This design comes from an exercise in tuning for small area on the open sky130 flow, not from production work. Function was checked by simulation only, so behaviour that the tests miss may differ from the original.

Design cordic_pipeline, start of the top module:
module cordic_pipeline(
    input  wire         clk,
    input  wire         rst,
    input  wire         valid_in,
    input  wire  signed [15:0] x_in,
    input  wire  signed [15:0] y_in,
    output reg   signed [15:0] magnitude,
    output reg          valid
);
clock: 5.0 ns
lec_check: 0
cap_margin: 5
core_margin: 2
core_utilization: 60
cts_buf_list: sky130_fd_sc_hd__clkbuf_8
cts_cluster_diameter: 60
cts_cluster_size: 20
place_density: 0.7
slew_margin: 5
synth_hierarchical: 1
synth_minimum_keep_size: 0
standard.sh (not shown) runs the stock make flow with config.mk's settings and CLKGATE_MAP_FILE= SYNTH_SCRIPT=/design/flow/synth_recipe.tcl, a recipe that flattens the netlist after the stock synthesis.
==> flow/flow/run.sh <==
#!/bin/bash
set -euo pipefail
CTS="-sink_clustering_enable -repair_clock_nets -dont_use_dummy_load"
CTS="$CTS -buf_list sky130_fd_sc_hd__clkbuf_8 -sink_clustering_size 20 -sink_clustering_max_diameter 60"
bash standard.sh "CTS_ARGS=$CTS" "BUFFER_PORTS_ARGS=-buffer_cell sky130_fd_sc_hd__buf_1" finish > flow_make.log 2>&1
The starting point completed without violations.
Next try:
--- a/flow/flow/run.sh
+++ b/flow/flow/run.sh
@@ -4 +4 @@
-CTS="$CTS -buf_list sky130_fd_sc_hd__clkbuf_8 -sink_clustering_size 20 -sink_clustering_max_diameter 60"
+CTS="$CTS -buf_list sky130_fd_sc_hd__clkbuf_16 -sink_clustering_size 28 -sink_clustering_max_diameter 70"
- CAP_MARGIN: 5 -> 20
- SLEW_MARGIN: 5 -> 20
After rerunning:
- count of clock-buffer cells in the layout went down by 5
- flip-flop and latch count stays the same
- first-iteration DRC count went down by about 10%
- maximum frequency went down by about 0.43%
- via count went up by about 0.56%
- non-clock buffer count is unchanged
- setup slack gets worse by 21 ps
- synthesized cell count stays the same
- wire length went up by 1.1%
- cell count stays flat

---

Starting RTL as in the previous note.
export LEC_CHECK = 0
export CAP_MARGIN = 20
export CORE_MARGIN = 2
export CORE_UTILIZATION = 60
export CTS_BUF_LIST = sky130_fd_sc_hd__clkbuf_8
export CTS_CLUSTER_DIAMETER = 60
export CTS_CLUSTER_SIZE = 20
export PLACE_DENSITY = 0.7
export SLEW_MARGIN = 20
export SYNTH_HIERARCHICAL = 1
export SYNTH_MINIMUM_KEEP_SIZE = 0
create_clock -name core_clock -period 5.0 [get_ports {clk}]
==> flow/flow/run.sh <==
#!/bin/bash
set -euo pipefail
CTS="-sink_clustering_enable -repair_clock_nets -dont_use_dummy_load"
CTS="$CTS -buf_list sky130_fd_sc_hd__clkbuf_8 -sink_clustering_size 20 -sink_clustering_max_diameter 60"
bash standard.sh "CTS_ARGS=$CTS" finish > flow_make.log 2>&1
The baseline finished with timing, DRC and antenna clean.
Then changed:
==> flow/flow/run.sh (replaced) <==
#!/bin/bash
set -euo pipefail
CTS="-sink_clustering_enable -repair_clock_nets -dont_use_dummy_load"
CTS="$CTS -buf_list sky130_fd_sc_hd__clkbuf_8 -sink_clustering_size 20 -sink_clustering_max_diameter 60"
bash standard.sh "CTS_ARGS=$CTS" "BUFFER_PORTS_ARGS=-buffer_cell sky130_fd_sc_hd__buf_1" finish > flow_make.log 2>&1
- CORE_UTILIZATION: 60 -> 72
- PLACE_DENSITY: 0.7 -> 0.82
After rerunning:
- clock-buffer cell count went down by 5
- non-clock buffer count drops by 4
- global-route usage goes up by 5.0 points
- synthesized area is unchanged
- routed wire length rose by 6.2%
- register-to-register slack degrades by 0.07 ns
- design area shrinks by 1.8%
- core utilization came out higher by 12 points
- hold slack improves by 0.049 ns
Then changed:
==> flow/run.sh (new file) <==
#!/bin/bash
# synth_recipe.tcl (not shown) runs the flow's synth.tcl, then flattens the netlist and writes it again
# the make line also repeats each setting of config.mk as NAME=value (left out here)
make -C /OpenROAD-flow-scripts/flow DESIGN_CONFIG=/design/flow/config.mk WORK_HOME=/design/flow/orfs CLKGATE_MAP_FILE= SYNTH_SCRIPT=/design/flow/synth_recipe.tcl finish
- CORE_UTILIZATION: 72 -> 60
- PLACE_DENSITY: 0.82 -> 0.7
removed: flow/flow/run.sh
removed: flow/standard.sh
Outcome: Sequential share of layout area fell by 0.99 points; global-route usage drops by 4.8 points; via count decreases by 1.5%; wire length decreases by 5.3%; cell area grows by 2.8%; non-clock buffer count came out higher by 5.
Then changed:
==> flow/flow/run.sh (new file) <==
#!/bin/bash
set -euo pipefail
CTS="-sink_clustering_enable -repair_clock_nets -dont_use_dummy_load"
CTS="$CTS -buf_list sky130_fd_sc_hd__clkbuf_8 -sink_clustering_size 20 -sink_clustering_max_diameter 60"
bash standard.sh "CTS_ARGS=$CTS" "BUFFER_PORTS_ARGS=-buffer_cell sky130_fd_sc_hd__buf_1" RECOVER_POWER=100 finish > flow_make.log 2>&1
==> flow/standard.sh (new file) <==
#!/bin/bash
# synth_recipe.tcl (not shown) runs the flow's synth.tcl, then flattens the netlist and writes it again
# the make line also repeats each setting of config.mk as NAME=value (left out here)
make -C /OpenROAD-flow-scripts/flow DESIGN_CONFIG=/design/flow/config.mk WORK_HOME=/design/flow/orfs CLKGATE_MAP_FILE= SYNTH_SCRIPT=/design/flow/synth_recipe.tcl "${@:-finish}"
removed: flow/run.sh
The changed run passed the timing, DRC and antenna checks.
Non-clock buffer count fell by 4.
Die area does not change.
Worst setup slack stays flat.
Flip-flop and latch count stays the same.
Register-to-register slack is worse by 0.04 ns.
Utilization fell by 1.7 points.
Then changed:
==> flow/flow/run.sh (replaced) <==
#!/bin/bash
set -euo pipefail
CTS="-sink_clustering_enable -repair_clock_nets -dont_use_dummy_load"
CTS="$CTS -buf_list {sky130_fd_sc_hd__clkbuf_4 sky130_fd_sc_hd__clkbuf_8} -sink_clustering_size 16 -sink_clustering_max_diameter 50"
bash standard.sh "CTS_ARGS=$CTS" "BUFFER_PORTS_ARGS=-buffer_cell sky130_fd_sc_hd__buf_1" finish > flow_make.log 2>&1
- The changed run passed the timing, DRC and antenna checks
- utilization went up by 0.53 points
- via count goes up by 0.73%
- die area stays the same
- clock skew grows by 0.011 ns
- register-to-register slack improved by 0.04 ns
- final area is higher by 0.80%
- final cell count increases by 0.33%
- setup slack got worse by 0.0066 ns
- maximum frequency is about the same
Then changed:
==> flow/flow/run.sh (replaced) <==
#!/bin/bash
set -euo pipefail
CTS="-sink_clustering_enable -repair_clock_nets -dont_use_dummy_load"
CTS="$CTS -buf_list sky130_fd_sc_hd__clkbuf_8 -sink_clustering_size 20 -sink_clustering_max_diameter 60"
bash standard.sh "CTS_ARGS=$CTS" "BUFFER_PORTS_ARGS=-buffer_cell sky130_fd_sc_hd__buf_1" RECOVER_POWER=100 finish > flow_make.log 2>&1
Outcome: Final cell count drops by 0.33%. Core utilization drops by 0.53 points. Worst hold slack degrades by 0.011 ns.

[what the ideal ports hide]
How much do the figures lean on ideal ports? The routed layouts below were timed once more, with nothing changed but the port constraints.
Step 1 (the two cells are an assumption about what drives the block):
set clk [get_ports {clk}]
set_driving_cell -lib_cell sky130_fd_sc_hd__clkbuf_16 $clk
set_driving_cell -lib_cell sky130_fd_sc_hd__buf_2 [delete_from_list [all_inputs] $clk]
Step 2 times the ports against the registers' clock, not the clock port: input delays grow and output delays shrink by t, the midpoint of the rising clock arrivals with the driver on.
Three values: ideal, step 1, step 2; two values: the first two.
| run | t, ns | setup WS [ns] | slew at the worst register clock pin (ns) | worst data-port slew with drivers (ns) | pins driven straight from the clock port |
|---|---|---|---|---|---|
| the first run of note 1 | 0.590 | 0.082 / 0.034 / 0.142 | 0.12 / 0.12 | 0.04 | 1 |
| the second run of note 1 | 0.615 | 0.061 / 0.008 / 0.153 | 0.10 / 0.10 | 0.04 | 1 |
| the first run of note 2 | 0.583 | 0.081 / 0.031 / -0.086 | 0.12 / 0.12 | 0.04 | 1 |
| the second run of note 2 | 0.637 | 0.082 / 0.034 / 0.045 | 0.12 / 0.12 | 0.04 | 1 |
| the third run of note 2 | 0.605 | 0.089 / 0.039 / -0.072 | 0.12 / 0.12 | 0.04 | 1 |
| the fourth run of note 2 | 0.590 | 0.090 / 0.041 / 0.126 | 0.12 / 0.12 | 0.04 | 1 |
| the fifth run of note 2 | 0.634 | 0.083 / 0.034 / 0.162 | 0.10 / 0.10 | 0.04 | 1 |
| the sixth run of note 2 | 0.590 | 0.090 / 0.041 / 0.126 | 0.12 / 0.12 | 0.04 | 1 |
With both steps, setup timing fails in the first run of note 2 and the third run of note 2, where it was met with ideal ports. For the first run of note 2, which loses most, drivers alone change the setup slack by -0.050 ns; drivers and shift together by -0.167 ns.
